From an optimization exercise on the open Yosys and OpenROAD flow, aimed at small area; shortcuts taken in it are not production practice.
Function was checked by simulation only, so behaviour that the tests miss may differ from the original.

## flow/design.v (module list and top-level ports; edited modules follow where they fit)
// module agc_fa: 10 lines
// module agc_ha: 9 lines
// module agc_sel3: 11 lines
// module Test1: 8243 lines
module Test1 (
    input  wire        clk,
    input  wire        rst,
    input  wire [15:0] s_chans_dataI,
    input  wire [15:0] s_chans_dataQ,
    input  wire        s_chans_valid,
    input  wire [12:0] Filter_Coefficient,
    input  wire [12:0] Error_Coefficient,
    input  wire [7:0]  R_level,
    output wire        Valid_Out,
    output wire [25:0] OutputI,
    output wire [25:0] OutputQ
);
  // ...
==> flow/flow/run.sh <==
#!/bin/bash
# The standard layout (the standard.sh, unchanged synthesis and steps),
# with two changes to how the layout is made:
#  - global placement buffers every input and output port with the platform's
#    smallest buffer (buf_1) instead of the cell buffer_ports picks itself;
#  - clock tree synthesis inserts no dummy loads (otherwise its default
#    arguments).
# standard.sh's (make's) full output goes to flow_standard.log in the folder
# this runs in; ORFS also keeps each step's log under orfs/logs/.
set -euo pipefail
cd "$(dirname "$0")/.."
export BUFFER_PORTS_ARGS="-buffer_cell sky130_fd_sc_hd__buf_1"
export CTS_ARGS="-sink_clustering_enable -repair_clock_nets -dont_use_dummy_load"
bash standard.sh > flow_standard.log 2>&1
==> flow/standard.sh <==
#!/bin/bash
# synth_recipe.tcl (not shown) runs the flow's synth.tcl, then flattens the netlist and writes it again
# the make line also repeats each setting of config.mk as NAME=value (left out here)
make -C /OpenROAD-flow-scripts/flow DESIGN_CONFIG=/design/flow/config.mk WORK_HOME=/design/flow/orfs CLKGATE_MAP_FILE= SYNTH_SCRIPT=/design/flow/synth_recipe.tcl "${@:-finish}"
==> flow/config.mk <==
export PLATFORM = sky130hd
export DESIGN_NAME = Test1
export DESIGN_NICKNAME = Test1
export VERILOG_FILES = /design/flow/design.v
export SDC_FILE = /design/flow/constraint.sdc
export NUM_CORES = 4
export LEC_CHECK = 0
export CAP_MARGIN = 20
export CELL_PAD_IN_SITES_DETAIL_PLACEMENT = 1
export CELL_PAD_IN_SITES_GLOBAL_PLACEMENT = 1
export CORE_MARGIN = 2
export CORE_UTILIZATION = 35
export PLACE_DENSITY = 0.5
export SLEW_MARGIN = 20
export SYNTH_HIERARCHICAL = 1
==> flow/constraint.sdc <==
create_clock -name core_clock -period 10.0 [get_ports {clk}]
set_input_delay 2.0000 -clock core_clock [delete_from_list [all_inputs] [get_ports {clk}]]
set_output_delay 2.0000 -clock core_clock [all_outputs]
set_load 0.01 [all_outputs]
==> metrics.yaml, run 1 <==
outcome: "complete, no violations"
netlist_top_cells_area: "fa_1, dfxtp_1, ha_1"
setup_viol_count_final: 0
drv.max_cap_violation_count: 0
die-height_um: 367.7
postSynthAreaPerCell_um2: 11.03
timing.final.crit_share: 0.9148
area_of_combinational_cells_with_multiple_inputs_um2: 35250
hold_buffers: 0
crit_end: "ema_Pread[24]"
arrival_ps: 9750
setup_ws_ps: 851.8
final_util: 0.3900
critical-path-max-stage-delay_ps: 450
floorplan.die.width_um: 367.7
gp_routability_congestion: 0.8786
grt_util_met3: 0.03846
h-tree-depth: 2
worstSetupStartpointType: "flop"
post-route-cell-area_um2: 51210
worstSetupStartpoint: "ema_accum[14]"
global_route.overflow_total: 0
critical_path_required_ps: 10600
initial_core_util: 0.3526
area_share_clock_buf_inv: 0.02785
route.vias.total: 36780
==> run 2: changes to the inputs <==
==> flow/flow/run.sh (replaced) <==
#!/bin/bash
# The standard layout (the standard.sh, unchanged synthesis and steps),
# with two changes to how the layout is made:
#  - global placement buffers every input and output port with the platform's
#    smallest buffer (buf_1) instead of the cell buffer_ports picks itself;
#  - clock tree synthesis inserts no dummy loads and builds the tree from
#    clkbuf_8 cells over clusters of up to 20 sinks, 50 um across.
# standard.sh's (make's) full output goes to flow_standard.log in the folder
# this runs in; ORFS also keeps each step's log under orfs/logs/.
set -euo pipefail
cd "$(dirname "$0")/.."
export BUFFER_PORTS_ARGS="-buffer_cell sky130_fd_sc_hd__buf_1"
export CTS_ARGS="-sink_clustering_enable -repair_clock_nets -dont_use_dummy_load -buf_list sky130_fd_sc_hd__clkbuf_8 -sink_clustering_size 20 -sink_clustering_max_diameter 50"
bash standard.sh > flow_standard.log 2>&1
==> run 2 against run 1 <==
  * Via count grew 0.16%
  * Global-route usage rose by 0.12 points
  * Sequential cell count stayed put
  * Non-clock buffer count is the same
  * Final cell count up 0.34%
  * Register-to-register slack hardly changed
  * Sequential share of layout area rose by 0.15 points
  * Routed wire length about the same
  * Synthesized cell count did not move
  * First-iteration DRC count decreased by 2.9%
  * Critical path type unchanged
  * Highest routed layer unchanged
==> metrics.yaml, run 2 <==
reg.largest.list: "ema_accum x41, ema_c x41, err_accum x37"  # unchanged
final.min_clock_period_ps: 9154  # was 9148 ps
global_route.overflow_total: 0  # unchanged
synth.most_common_cell: "fa_1"  # unchanged
ctsResizeCount: 0  # unchanged
h-tree-depth: 3  # was 2
worstSkewPairLatency_ps: 780  # was 690 ps
critical_path_required_ps: 10720  # was 10600 ps
drive_above_1_share: 0.08354  # was 0.08039
timing.final.crit_share: 0.9154  # was 0.9148
main_combinational_cell_family_by_area_after_synthesis: "adder cells"  # unchanged
fin_skew_ps: 79.92  # was 89.18 ps
final_util: 0.3868  # was 0.3900
viasPerCell: 6.009  # was 6.020
die-height_um: 367.7  # unchanged
yosys.area.top_type: "fa_1"  # unchanged
place_hpwl_um: 137200  # unchanged
worst_hold_depth: 0  # unchanged
cts_root_buf: "clkbuf_8"  # was clkbuf_16
critical-path-max-stage-delay_ps: 450  # about the same
nNetsFinal: 5469  # was 5454
hold-path-endpoint: "received_Isignal_d[14]"  # was err_c[6]
postSynthCellCount: 4197  # unchanged
synth_edf_count: 32  # unchanged
timing.reg2reg.setup_slack_ps: 850  # about the same
synth_area_um2: 46290  # unchanged
gr-usage-all-layers: 0.2706  # was 0.2694
worst_slew_pin_slew_ps: 1117  # was 1141 ps
design.core.area_um2: 131300  # unchanged
netlist_top_cells_area: "fa_1, dfxtp_1, ha_1"  # unchanged
routed_wire_length_per_instance_um: 29.89  # was 29.97 um
grt_antenna_before_repair: 3  # was 1
post_layout_nonfiller_instances: 6131  # was 6110
clock_path_buffers: 3  # unchanged
critPathTopFamily: "adder cells"  # unchanged
ys_ff_latch: 446  # unchanged
place_worst_setup_slack_ps: 838.0  # unchanged
floorplan.die.width_um: 367.7  # unchanged
worstSetupStartpointType: "flop"  # unchanged
most-common-layout-cells: "fa_1, dfxtp_1, a222oi_1"  # unchanged
route.detailed.drc: 0  # unchanged
reg2reg_from: "ema_accum[14]"  # unchanged
asyncSetResetFlopFracSynth: 0  # unchanged
arrival_ps: 9870  # was 9750 ps
hold_viol: 0  # unchanged
rows: 133  # unchanged
grt_setup_unrepaired: "no"  # unchanged
clk_pin_slew_ps: 80  # was 60 ps
crit_top_cell: "fa_1"  # unchanged
critical_path.reg2reg.endpoint: "ema_Pread[24]"  # unchanged
io_pins: 122  # unchanged
tritoncts_clock_tree: "yes"  # unchanged
cp.buffers_inverters: 4  # unchanged
ys_types: 65  # unchanged
synth_top_area_share: 0.3092  # unchanged
path_max_fanout: 2  # unchanged
synth_top_flop_cell: "dfxtp_1"  # unchanged
synth-warning-count: 7  # unchanged
postSynthAreaPerCell_um2: 11.03  # unchanged
timing.hold.worst.class: "flop to flop"  # unchanged
final.setup.tns_ps: 0  # unchanged
design.die.area_um2: 135200  # unchanged
postRouteAntennaNets: 0  # unchanged
setup_ws_ps: 845.7  # was 851.8 ps
drt-pass1-iter-count: 17  # was 13
route.vias.total: 36840  # was 36780
worstHoldStart: "received_Isignal[14]"  # was err_accum[6]
tritoncts_num_sinks: 446  # unchanged
synth_top_cells_by_count: "fa_1, dfxtp_1, a222oi_1"  # unchanged
synth-compound-area-share: 0.2001  # unchanged
initialDrtViolationCount: 4689  # was 4829
outcome: "complete, no violations"  # unchanged
number_of_global_route_vias_before_repair: 39850  # was 39810
worstSetupEndpointType: "flop"  # unchanged
synth_mux_area_frac: 0.01914  # unchanged
timing.fmax_mhz: 109.2  # was 109.3 MHz
synth_xor_area_frac: 0.09781  # unchanged
report.final.slew_viol_count: 0  # unchanged
drt_wl_total_um: 183200  # was 183100 um
mostFrequentLayoutCell: "fa_1"  # unchanged
gp_routability_congestion: 0.8786  # unchanged
relSlewSlack: 0.2502  # was 0.2381
cts_post_setup_buffers_inserted: 0  # unchanged
synth_fa_ha_area_frac: 0.3954  # unchanged
critical-path-slowest-cell: "fa_1"  # unchanged
synthToLayoutAreaGrowth_pct: 9.705  # was 10.61%
initial_core_util: 0.3526  # unchanged
critical_path_class: "flop to flop"  # unchanged
r2r_cells: 30  # unchanged
hold_buffers: 0  # unchanged
worst_hold_slack_ps: 310.4  # was 295.1 ps
synthesis.nets: 5295  # unchanged
io_buffers: 121  # unchanged
grt_max_degree: 81  # unchanged
setup_viol_count_final: 0  # unchanged
synth_seq_area_share: 0.1998  # unchanged
drv.max_cap_violation_count: 0  # unchanged
post_synth_and_or_nand_nor_area_fraction: 0.04692  # unchanged
cts-buffers-inserted: 72  # was 57
placedCellCount: 6052  # unchanged
grt_pass1_wl_um: 274000  # was 273900 um
==> run 2: cell counts after synthesis <==
Identical to the previous run, type by type.
==> run 2: final cells by class <==
| class | instances | area (um2) |
|---|---|---|
| Fill cell | 14290 | 80510 |
| Sequential cell | 446 | 9275 |
| Antenna cell | 7 | 17.52 |
| Clock buffer | 72 | 991.0 |
| Inverter | 267 | 1002 |
| Tap cell | 1755 | 2196 |
| Multi-Input combinational cell | 3252 | 35250 |
| Timing Repair Buffer | 332 | 2056 |
==> run 2: per-module statistics from Yosys, one instance, submodules excluded <==
module	flip-flops and latches	area, um2
agc_ha	0	12.51
agc_fa	0	20.02
Test1	446	27400
agc_sel3	0	10.01
==> run 2: cells by family (layout without fill, tap and decap cells) <==
group | count (synthesis) | count (layout)
and+or+nand+nor | 477 | 477
AOI/OAI and AO/OA | 1136 | 1136
adders and majority gates | 1035 | 1035
DFF | 446 | 446
buffers and inverters | 499 | 671
muxes | 87 | 87
xor gates and xnor gates | 517 | 517
other | 0 | 7
==> run 2: worst max-delay path by stage <==
stage                                to                  start  slack [ps]  cells past startpoint
after CTS                 ema_Pread[24]          ema_accum[14]         810                     30
after global routing       ema_Data[24]  received_Qsignal_d[2]         380                     30
after global placement    ema_Pread[24]          ema_accum[14]         970                     30
final                     ema_Pread[24]          ema_accum[14]         850                     30
after floorplan           ema_accum[26]         ema_Coeff_2[1]        1000                     35
after detailed placement  ema_Pread[24]          ema_accum[14]         840                     30
==> run 2: through the flow <==
stage	area [um2]
finish	50790
global route	50790
CTS	50770
detailed placement	49780
global placement	49780
floorplan	46290
==> run 2: layer usage <==
layer  vias to the layer above  GRT usage  share of wire
li1                      15880          -              -
met1                     19190     0.3701           0.44
met2                      1511     0.4353           0.46
met3                       261    0.04580          0.066
met4                         2    0.08697          0.032
met5                         -          0       0.000055
==> run 2: worst register-to-register path: cells and delay by family, from the launching register on <==
| kind | cells | cell delay, ps |
|---|---|---|
| adder cells (fa/ha/maj) | 19 | 7350 |
| AO/OA/AOI/OAI | 5 | 820 |
| AND/OR/NAND/NOR | 2 | 360 |
| flip-flops | 1 | 340 |
| buffers and inverters | 4 | 250 |
==> run 3: changes to the inputs <==
--- a/flow/config.mk
+++ b/flow/config.mk
@@ -10,6 +10,6 @@
 export CELL_PAD_IN_SITES_GLOBAL_PLACEMENT = 1
 export CORE_MARGIN = 2
-export CORE_UTILIZATION = 35
-export PLACE_DENSITY = 0.5
+export CORE_UTILIZATION = 45
+export PLACE_DENSITY = 0.6
 export SLEW_MARGIN = 20
 export SYNTH_HIERARCHICAL = 1
==> run 3 against run 2 <==
  * Still clean
  * Sequential cell count is the same
  * Worst setup slack lost 120 ps
  * Register-to-register slack lost 120 ps
  * Utilization grew 11 points
  * Largest cell class unchanged
  * Highest routed layer unchanged
==> metrics.yaml, run 3 <==
outcome: "complete, no violations"  # unchanged
cts_post_setup_buffers_inserted: 0  # unchanged
synth_top_area_share: 0.3092  # unchanged
synthesis.nets: 5295  # unchanged
grt_antenna_before_repair: 5  # was 3
cts_root_buf: "clkbuf_8"  # unchanged
routed_wire_length_per_instance_um: 28.95  # was 29.89 um
critical-path-slowest-cell: "a21oi_4"  # was fa_1
synth_area_um2: 46290  # unchanged
timing.fmax_mhz: 107.9  # was 109.2 MHz
report.final.slew_viol_count: 0  # unchanged
gp_routability_congestion: 0.8907  # was 0.8786
clock_path_buffers: 3  # unchanged
die-height_um: 324.7  # was 367.7 um
cp.buffers_inverters: 1  # was 4
setup_viol_count_final: 0  # unchanged
gr-usage-all-layers: 0.3131  # was 0.2706
global_route.overflow_total: 0  # unchanged
synth_edf_count: 32  # unchanged
drt_wl_total_um: 165600  # was 183200 um
reg.largest.list: "ema_accum x41, ema_c x41, err_accum x37"  # unchanged
synth.most_common_cell: "fa_1"  # unchanged
grt_max_degree: 90  # was 81
final.min_clock_period_ps: 9272  # was 9154 ps
postSynthAreaPerCell_um2: 11.03  # unchanged
synth_top_cells_by_count: "fa_1, dfxtp_1, a222oi_1"  # unchanged
critical-path-max-stage-delay_ps: 770  # was 450 ps
rows: 117  # was 133
worstSetupEndpointType: "flop"  # unchanged
io_pins: 122  # unchanged
design.die.area_um2: 105500  # was 135200 um2
global_route_met2_usage: 0.5106  # was 0.4353
h-tree-depth: 3  # unchanged
synth_top_flop_cell: "dfxtp_1"  # unchanged
netlist_top_cells_area: "fa_1, dfxtp_1, ha_1"  # unchanged
most-common-layout-cells: "fa_1, dfxtp_1, a222oi_1"  # unchanged
worstSetupStartpointType: "flop"  # unchanged
asyncSetResetFlopFracSynth: 0  # unchanged
worstSkewPairLatency_ps: 740  # was 780 ps
postRouteAntennaNets: 0  # unchanged
nNetsFinal: 5451  # was 5469
number_of_global_route_vias_before_repair: 39690  # was 39850
grt_pass1_wl_um: 253300  # was 274000 um
timing.hold.worst.class: "flop to flop"  # unchanged
initialDrtViolationCount: 5293  # was 4689
worst_slew_pin_slew_ps: 1157  # was 1117 ps
drt-pass1-iter-count: 17  # unchanged
drv.max_cap_violation_count: 0  # unchanged
global_route.peak_usage_layer: "met2"  # unchanged
gr-usage-met1: 0.4124  # was 0.3701
critical_path_required_ps: 10650  # was 10720 ps
relSlewSlack: 0.2232  # was 0.2502
final.setup.tns_ps: 0  # unchanged
io_buffers: 121  # unchanged
synthToLayoutAreaGrowth_pct: 8.303  # was 9.705%
fin_skew_ps: 85.26  # was 79.92 ps
hold_buffers: 0  # unchanged
crit_top_cell: "fa_1"  # unchanged
drive_above_1_share: 0.07883  # was 0.08354
ctsResizeCount: 0  # unchanged
timing.final.crit_share: 0.9272  # was 0.9154
yosys.area.top_type: "fa_1"  # unchanged
cts-buffers-inserted: 66  # was 72
grt_setup_unrepaired: "no"  # unchanged
clk_pin_slew_ps: 90  # was 80 ps
mostFrequentLayoutCell: "fa_1"  # unchanged
post_layout_nonfiller_instances: 5721  # was 6131
synth-warning-count: 7  # unchanged
design.core.area_um2: 101900  # was 131300 um2
place_hpwl_um: 125000  # was 137200 um
route.vias.total: 36880  # was 36840
placedCellCount: 5652  # was 6052
tritoncts_num_sinks: 446  # unchanged
arrival_ps: 9920  # was 9870 ps
floorplan.die.width_um: 324.7  # was 367.7 um
grt_util_met3: 0.05813  # was 0.04580
postSynthCellCount: 4197  # unchanged
path_max_fanout: 28  # was 2
synth_seq_area_share: 0.1998  # unchanged
critPathTopFamily: "compound AO/OA/AOI/OAI gates"  # was adder cells
critical_path_class: "flop to flop"  # unchanged
route.detailed.drc: 0  # unchanged
viasPerCell: 6.447  # was 6.009
initial_core_util: 0.4544  # was 0.3526
ys_types: 65  # unchanged
ys_ff_latch: 446  # unchanged
hold_viol: 0  # unchanged
tritoncts_clock_tree: "yes"  # unchanged
[run 3: cell counts after synthesis]
Identical to the previous run, type by type.
[run 3: cell type report]
type	instances	area, um2
Timing Repair Buffer	320	1996
Inverter	267	1002
Sequential cell	446	9273
Fill cell	11010	51750
Multi-Input combinational cell	3252	35240
Tap cell	1368	1712
Clock buffer	66	908.4
Antenna cell	2	5.005
[run 3: worst paths after layout]
kind / from / cells past startpoint / slack, ps / end
worst min register to register: err_accum[4] / 0 / 320 / err_c[4]
worst min-delay path: err_accum[4] / 0 / 320 / err_c[4]
worst max-delay path: received_Isignal_d[4] / 30 / 730 / ema_Data[24]
worst max register to register: received_Isignal_d[4] / 30 / 730 / ema_Data[24]
[run 3: stage by stage]
step	setup slack (ps)	hold WS (ps)	util	instance area [um2]
2_1_floorplan	996.2	309.6	-	46290
3_3_place_gp	928.5	310.3	0.4830	49210
3_5_place_dp	750.2	313.4	0.4830	49210
4_1_cts	713.8	318.8	0.4919	50120
5_1_grt	180.8	327.4	0.4921	50140
6_report	728.1	317.1	0.4921	50140
[run 3: per-layer routing]
layer	wire [um]	vias to the layer above
li1	-	15850
met5	13	-
met4	6699	2
met2	78500	1655
met3	12020	346
met1	68410	19030
[run 3: per-module statistics from Yosys (local to each module, per instance)]
| module | cells | copies in the design | flops+latches |
|---|---|---|---|
| Test1 | 3019 | 1 | 446 |
| agc_fa | 1 | 684 | 0 |
| agc_ha | 1 | 104 | 0 |
| agc_sel3 | 1 | 390 | 0 |
[run 3: logic make-up (layout without fill, tap and decap cells)]
kind of cell	count (synthesis)	in the layout	share of synthesized area
flip-flops	446	446	0.1998
other	0	2	0
multiplexers	87	87	0.01914
AND/OR/NAND/NOR	477	477	0.04692
AO/OA/AOI/OAI	1136	1136	0.2001
buffers and inverters	499	653	0.04086
XOR/XNOR	517	517	0.09781
adder cells (fa/ha/maj)	1035	1035	0.3954

[static timing again, ports no longer ideal]
Ports are ideal in the flow. The routed layouts listed here were re-timed in OpenROAD. Step 1, drivers: a clkbuf_16 drives clk and a buf_2 each remaining input, both assumed. Step 2 moves the port delays by t, midway between the first and last clock arrival at a register: inputs arrive t later, outputs are due t later. That takes back most of the time a late clock gives input paths. Slacks: no drivers / after step 1 / after step 2; pairs: no drivers / after step 1.
run	shift t [ns]	setup slack, ns	worst register clock-pin slew, ns
run 1	0.720	0.852 / 0.852 / 0.852	0.06 / 0.06
run 2	0.818	0.846 / 0.846 / 0.846	0.09 / 0.09
run 3	0.763	0.728 / 0.728 / 0.728	0.09 / 0.09
After both steps setup and hold are still met in every run listed.
